Context: an optimization exercise on an open-source flow, tuned for small area, a short achievable clock period and few clock cycles per item. The choices shown serve that exercise and are no tape-out recipe.
Function was checked by simulation only, so behaviour that the tests miss may differ from the original.

<file path="design.v">
module MulDiv(
  input         clock,
                reset,
                io_req_valid,	 
  input  [3:0]  io_req_bits_fn,	 
  input         io_req_bits_dw,	 
  input  [31:0] io_req_bits_in1,	 
                io_req_bits_in2,	 
  input  [4:0]  io_req_bits_tag,	 
  input         io_kill,	 
                io_resp_ready,	 
  output        io_req_ready,	 
                io_resp_valid,	 
  output [31:0] io_resp_bits_data,	 
  output [4:0]  io_resp_bits_tag	 
);
  wire        eOut = 1'h0;	 
  reg  [2:0]  state;	 
  reg  [3:0]  req_fn;	 
  reg         req_dw;	 
  reg  [31:0] req_in1;	 
  reg  [31:0] req_in2;	 
  reg  [4:0]  req_tag;	 
  reg  [5:0]  count;	 
  reg         neg_out;	 
  reg         isHi;	 
  reg         resHi;	 
  reg  [32:0] divisor;	 
  wire [32:0] mpcand = divisor;	 
  reg  [65:0] remainder;	 
  wire [2:0]  decoded_plaInput;	 
  wire [2:0]  decoded_invInputs = ~decoded_plaInput;	 
  wire [3:0]  decoded_invMatrixOutputs;	 
  wire        decoded_andMatrixInput_0 = decoded_invInputs[0];	 
  wire        decoded_andMatrixInput_0_5 = decoded_invInputs[0];	 
  wire        decoded_andMatrixInput_0_1 = decoded_invInputs[2];	 
  wire        decoded_andMatrixInput_1 = decoded_invInputs[2];	 
  wire        decoded_andMatrixInput_1_1 = decoded_invInputs[2];	 
  wire        decoded_andMatrixInput_0_2 = decoded_invInputs[1];	 
  wire [1:0]  _decoded_T_2 = {decoded_andMatrixInput_0_2, decoded_andMatrixInput_1};	 
  wire        decoded_andMatrixInput_0_3 = decoded_plaInput[0];	 
  wire        decoded_andMatrixInput_0_4 = decoded_plaInput[1];	 
  wire        decoded_andMatrixInput_1_2 = decoded_plaInput[2];	 
  wire [1:0]  decoded_orMatrixOutputs_lo =
    {|{decoded_andMatrixInput_0, &_decoded_T_2},
     |{&_decoded_T_2, &{decoded_andMatrixInput_0_5, decoded_andMatrixInput_1_2}}};	 
  wire [1:0]  decoded_orMatrixOutputs_hi =
    {decoded_andMatrixInput_0_1,
     |{&{decoded_andMatrixInput_0_3, decoded_andMatrixInput_1_1},
       decoded_andMatrixInput_0_4}};	 
  wire [3:0]  decoded_orMatrixOutputs =
    {decoded_orMatrixOutputs_hi, decoded_orMatrixOutputs_lo};	 
  wire [1:0]  decoded_invMatrixOutputs_lo = decoded_orMatrixOutputs[1:0];	 
  wire [1:0]  decoded_invMatrixOutputs_hi = decoded_orMatrixOutputs[3:2];	 
  assign decoded_invMatrixOutputs =
    {decoded_invMatrixOutputs_hi, decoded_invMatrixOutputs_lo};	 
  wire [3:0]  decoded = decoded_invMatrixOutputs;	 
  assign decoded_plaInput = io_req_bits_fn[2:0];	 
  wire        cmdMul = decoded[3];	 
  wire        cmdHi = decoded[2];	 
  wire        lhsSigned = decoded[1];	 
  wire        rhsSigned = decoded[0];	 
  wire        lhs_sign = lhsSigned & io_req_bits_in1[31];	 
  wire [15:0] hi = io_req_bits_in1[31:16];	 
  wire [31:0] lhs_in = {hi, io_req_bits_in1[15:0]};	 
  wire        rhs_sign = rhsSigned & io_req_bits_in2[31];	 
  wire [15:0] hi_1 = io_req_bits_in2[31:16];	 
  wire [31:0] rhs_in = {hi_1, io_req_bits_in2[15:0]};	 
  wire [32:0] subtractor = remainder[64:32] - divisor;	 
  wire [31:0] result = resHi ? remainder[64:33] : remainder[31:0];	 
  wire [31:0] negated_remainder = 32'h0 - result;	 
  wire [64:0] mulReg = {remainder[65:33], remainder[31:0]};	 
  wire        mplierSign = remainder[32];	 
  wire [31:0] mplier = mulReg[31:0];	 
  wire [32:0] accum = mulReg[64:32];	 
  wire [41:0] prod =
    {{34{mplierSign}}, mplier[7:0]} * {{9{mpcand[32]}}, mpcand} + {{9{accum[32]}}, accum};	 
  wire [41:0] nextMulReg_hi = prod;	 
  wire [65:0] nextMulReg = {nextMulReg_hi, mplier[31:8]};	 
  wire        nextMplierSign = count == 6'h2 & neg_out;	 
  wire [32:0] _eOutMask_T_2 = $signed(33'sh100000000 >>> {28'h0, count[1:0], 3'h0});	 
  wire [31:0] eOutMask = _eOutMask_T_2[31:0];	 
  wire [64:0] eOutRes = mulReg >> 5'h0 - {count[1:0], 3'h0};	 
  wire [64:0] nextMulReg1 = nextMulReg[64:0];	 
  wire [33:0] remainder_hi = {nextMulReg1[64:32], nextMplierSign};	 
  wire        unrolls_less = subtractor[32];	 
  wire [63:0] unrolls_hi =
    {unrolls_less ? remainder[63:32] : subtractor[31:0], remainder[31:0]};	 
  wire [64:0] unrolls_0 = {unrolls_hi, ~unrolls_less};	 
  wire        divby0 = count == 6'h0 & ~unrolls_less;	 
  wire        outMul = ~(state[0]);	 
  wire [15:0] hiOut = result[31:16];	 
  wire [15:0] loOut = result[15:0];	 
  wire        _io_resp_valid_output = state == 3'h6 | (&state);	 
  wire        _io_req_ready_output = state == 3'h0;	 
  wire        _T_10 = state == 3'h1;
  wire        _T_13 = state == 3'h5;
  wire        _T_14 = state == 3'h2;
  wire        _GEN = _T_14 & count == 6'h3;
  wire        _T_17 = state == 3'h3;
  wire        _T_18 = count == 6'h20;
  wire        _T_23 = _io_req_ready_output & io_req_valid;
  always @(posedge clock) begin
    if (reset)
      state <= 3'h0;	 
    else if (_T_23) begin	 
      if (cmdMul)	 
        state <= 3'h2;	 
      else	 
        state <= {1'h0, ~(lhs_sign | rhs_sign), 1'h1};	 
    end
    else if (io_resp_ready & _io_resp_valid_output | io_kill)	 
      state <= 3'h0;	 
    else if (_T_17 & _T_18)	 
      state <= {1'h1, ~neg_out, 1'h1};	 
    else if (_GEN)	 
      state <= 3'h6;	 
    else if (_T_13)	 
      state <= 3'h7;	 
    else if (_T_10)	 
      state <= 3'h3;	 
    if (_T_23) begin	 
      req_fn <= io_req_bits_fn;	 
      req_dw <= io_req_bits_dw;	 
      req_in1 <= io_req_bits_in1;	 
      req_in2 <= io_req_bits_in2;	 
      req_tag <= io_req_bits_tag;	 
      count <= 6'h0;	 
      if (cmdHi)	 
        neg_out <= lhs_sign;	 
      else	 
        neg_out <= lhs_sign != rhs_sign;	 
      isHi <= cmdHi;	 
      divisor <= {rhs_sign, rhs_in};	 
      remainder <= {34'h0, lhs_in};	 
    end
    else begin	 
      if (_T_17) begin	 
        count <= count + 6'h1;	 
        remainder <= {1'h0, unrolls_0};	 
      end
      else if (_T_14) begin	 
        count <= count + 6'h1;	 
        remainder <= {remainder_hi, nextMulReg1[31:0]};	 
      end
      else if (_T_13 | _T_10 & remainder[31])	 
        remainder <= {34'h0, negated_remainder};	 
      neg_out <= ~(_T_17 & divby0 & ~isHi) & neg_out;	 
      if (_T_10 & divisor[31])	 
        divisor <= subtractor;	 
    end
    resHi <= ~_T_23 & (_T_17 & _T_18 | _GEN ? isHi : ~_T_13 & resHi);	 
  end  
  assign io_req_ready = _io_req_ready_output;	 
  assign io_resp_valid = _io_resp_valid_output;	 
  assign io_resp_bits_data = {hiOut, loOut};	 
  assign io_resp_bits_tag = req_tag;	 
endmodule
</file>
<file path="run.sh">
#!/bin/bash
# synth_recipe.tcl (not shown) runs the flow's synth.tcl, then flattens the netlist and writes it again
# the make line also repeats each setting of config.mk as NAME=value (left out here)
make -C /OpenROAD-flow-scripts/flow DESIGN_CONFIG=/design/flow/config.mk WORK_HOME=/design/flow/orfs CLKGATE_MAP_FILE= SYNTH_SCRIPT=/design/flow/synth_recipe.tcl finish
</file>
<file path="config.mk">
export PLATFORM = sky130hd
export DESIGN_NAME = MulDiv
export DESIGN_NICKNAME = MulDiv
export VERILOG_FILES = /design/flow/design.v
export SDC_FILE = /design/flow/constraint.sdc
export NUM_CORES = 4
export LEC_CHECK = 0
export CAP_MARGIN = 20
export CORE_MARGIN = 2
export CORE_UTILIZATION = 40
export PLACE_DENSITY = 0.6
export SLEW_MARGIN = 20
</file>
<file path="constraint.sdc">
create_clock -name core_clock -period 7.0 [get_ports {clock}]
set_input_delay 1.4000 -clock core_clock [delete_from_list [all_inputs] [get_ports {clock}]]
set_output_delay 1.4000 -clock core_clock [all_outputs]
set_load 0.01 [all_outputs]
</file>
==> metrics.md <==
| Metric | Value |
|---|---|
| Rows | `81` |
| RSZ-0062 raised after global routing | `no` |
| First-pass GRT wire length | `96800 um` |
| DIE HEIGHT | `226 um` |
| Final Hold Vio Count | `0` |
| Top cells by count, synth | `inv_1 (412), nand2_1 (336), fa_1 (272)` |
| Synth Cell Area | `0.0196 mm2` |
| CTS HTree Levels | `4` |
| Worst Reg2Reg Path Length in Cells | `21` |
| Simple-Gate Fraction of Synth Area | `16.6%` |
| DR iter-0 viols | `1321` |
| GR Overflow Total | `0` |
| Vias in the first global route | `17400` |
| Clk sinks | `116` |
| Drt wl/cell | `19.7 um` |
| Syn Inst Count | `2349` |
| Top post-synthesis cells by area | `fa_1 (28%), edfxtp_1 (11%), ha_1 (8.4%)` |
| Worst-path fanout max | `10` |
| Ratio of cells with drive above 1 in the final layout | `6.78%` |
| Total Wirelength | `60800 um` |
| DR vias | `16800` |
| Post-synth ARST share | `0%` |
| Gr usage total | `24.7%` |
| CTS tree | `yes` |
| Prevailing post-synth register cell | `edfxtp_1` |
| R2r endpoint | `remainder[65]` |
| Root Driver | `clkbuf_16` |
| GPL Wtd Cong | `0.907` |
| Post-Synth Adder-Cell Area | `36.1%` |
| Register area share after synthesis | `15.5%` |
| Critical path capture point type | `register` |
| Layout fillers | `4811` |
| Clock buffer depth | `2` |
| Tightest Pin Transition | `0.987 ns` |
| Status | `finished clean` |
| Final Core Density | `46.3%` |
| Worst-case hold slack | `0.531 ns` |
| Synth cell types | `73` |
| Pin count of the biggest net entering global routing | `96` |
| Die W | `226 um` |
| Clk_skew | `0.0129 ns` |
| Final Critical Period | `6.56 ns` |
| Design Area, Final | `0.0225 mm2` |
| Post-synthesis mux area share | `3.42%` |
| HPWL Detailed | `47800 um` |
| Yosys warning count | `1` |
| Core Footprint | `0.0486 mm2` |
| CP required | `7.34 ns` |
| Yosys top cell area share | `27.7%` |
| DP Area | `0.0218 mm2` |
| Clock slew at reported path FFs | `0.07 ns` |
| Footprint of the multi-input gates | `0.0146 mm2` |
| Leading area contributor after synthesis | `fa_1` |
| DRT Pass-1 Iters | `6` |
| CP Launch Point | `remainder[7]` |
| Worst min path class | `reg -> reg` |
| CP Class | `reg -> reg` |
| EDFF count, synth | `71` |
| Initial Util | `40.3%` |
| Max-slew violation count | `0` |
| Hold path start | `neg_out` |
| Synthesis-to-layout area growth | `14.6%` |
| Worst slew margin | `34.2%` |
| Yosys reg bits | `116` |
| R2r setup slk | `0.44 ns` |
| Port buffer count | `115` |
| Die ar. | `0.0509 mm2` |
| Diode count | `0` |
| Critical Path End | `remainder[65]` |
| Most frequent cell after synthesis | `inv_1` |
| FF-to-FF Start | `remainder[7]` |
| Number of buffers created by CTS | `17` |
| Crit share post-route | `93.7%` |
| Syn Nets | `2831` |
| FF/Latch Area | `0.00304 mm2` |
| Mean Syn Cell Area | `8.36 um2` |
| Setup TNS | `0 ns` |
| Max_cap viols | `0` |
| Antenna violations before repair | `0` |
| Final setup vio count | `0` |
| DRC viols | `0` |
| # IOs | `118` |
| Final net count | `2931` |
| Post-DR vias/cell | `5.46` |
| Number of hold buffers added after cts | `0` |
| Clock Latency Late Sink | `0.45 ns` |
| Main combinational cell family by area after synthesis | `adder cells` |
| Arr. time, crit path | `6.90 ns` |
| Compound-cell area share of the yosys netlist | `13.7%` |
| Worst setup SP type | `register` |
| DRT antenna net count | `0` |
| XOR/XNOR share of the synthesized area | `4.28%` |
| Fmax | `152 MHz` |
## critical path, stage by stage, from the launching register on
cell	delay, ns
edfxtp_1	0.61
buf_4	0.27
and2_1	0.15
fa_1	0.53
fa_1	0.44
fa_1	0.54
fa_1	0.56
inv_1	0.06
fa_1	0.55
inv_1	0.05
ha_1	0.33
a211oi_1	0.27
o21ai_0	0.15
a221o_1	0.34
or3_1	0.34
a211oi_1	0.20
buf_4	0.17
o41ai_2	0.11
a31o_2	0.29
nor4b_1	0.23
o21ai_0	0.13
o311a_1	0.12
## placed cells by master (no fill, tap or decap), types with 40 or more instances in the layout
| cell | count |
|---|---|
| o21ai_0 | 147 |
| fa_1 | 272 |
| inv_1 | 411 |
| a21oi_1 | 89 |
| and2_1 | 89 |
| nand3_1 | 49 |
| nor2_1 | 93 |
| xor2_1 | 40 |
| edfxtp_1 | 71 |
| ha_1 | 131 |
| xnor2_1 | 56 |
| nand2_1 | 334 |
| dfxtp_1 | 43 |
| buf_4 | 89 |
| mux2i_1 | 49 |
| clkdlybuf4s50_1 | 115 |
## per-stage QoR
stage,cells,setup slack (ns)
detailed placement,3050,0.0909
global placement,3050,0.0732
global route,3084,0.0129
floorplan,2349,0.861
finish,3084,0.442
CTS,3082,0.0451
## how the worst min path moves through the flow
stage,endpoint,slack [ns],depth (start not counted)
3_3_place_gp,count[1],0.50,2
2_1_floorplan,count[1],0.48,2
3_5_place_dp,neg_out,0.52,1
4_1_cts,neg_out,0.53,1
6_report,neg_out,0.53,1
5_1_grt,count[1],0.57,2
## cells by family after synthesis
| logic type | Yosys count |
|---|---|
| simple gates | 699 |
| compound gates | 427 |
| flops | 116 |
| fa+ha+maj | 403 |
| xor+xnor | 96 |
| buf+inv | 543 |
| mux | 65 |
## what timing repair did
action                                  4_1_cts  5_1_grt
resized for setup                             0        2
endpoints found under the setup margin        0        5
buffers inserted                              0        2
## sequential cells by signal (all words and copies together), names as in the netlist
| register | count |
|---|---|
| count | 6 |
| divisor | 33 |
| isHi | 1 |
| neg_out | 1 |
| remainder | 66 |
| req_tag | 5 |
| resHi | 1 |
| state | 3 |
## routing by layer
layer  track usage [%]  vias up  part of all wire [%]
met2              40.2      631                    47
li1                  -     7790                     -
met5                 0        -                     0
met3              3.52      106                   7.1
met1              33.9     8302                    43
met4              8.08        0                   2.9
## layout make-up
cell class	count	share of cell area [%]
multi-input combinational	1690	64.8
sequential	116	13.5
clock buffer	17	1.89
tap	622	3.46
inverter	413	6.90
clock inverter	15	0.751
timing repair buffer	211	8.71
Testbench counts, summed over its fixed seeds: cycles 49,775, items 2,400.

==> separate check: timing with driven ports <==
The flow's constraints put no driver on any port. The routed layout listed below was extracted and timed again, unchanged, in two steps.
Step 1: set_driving_cell puts a clkbuf_16 on clock and a buf_2 on each other input, an assumption about the parent block.
Step 2 also shifts input and output timing later by t, the mid clock arrival at the registers, as if the neighbouring blocks saw the same clock.
a / b / c = ideal / step 1 / step 2; a / b = the first two.
t, ns: 0.488
setup WS [ns]: 0.442 / 0.442 / 0.442
hold WS [ns]: 0.531 / 0.531 / 0.531
worst register clock-pin slew, ns: 0.07 / 0.07
pins driven straight from the clock port: 1
After both steps setup and hold are still met in this run. For this run, drivers alone change the setup slack by 0.000 ns; drivers and shift together by 0.000 ns.
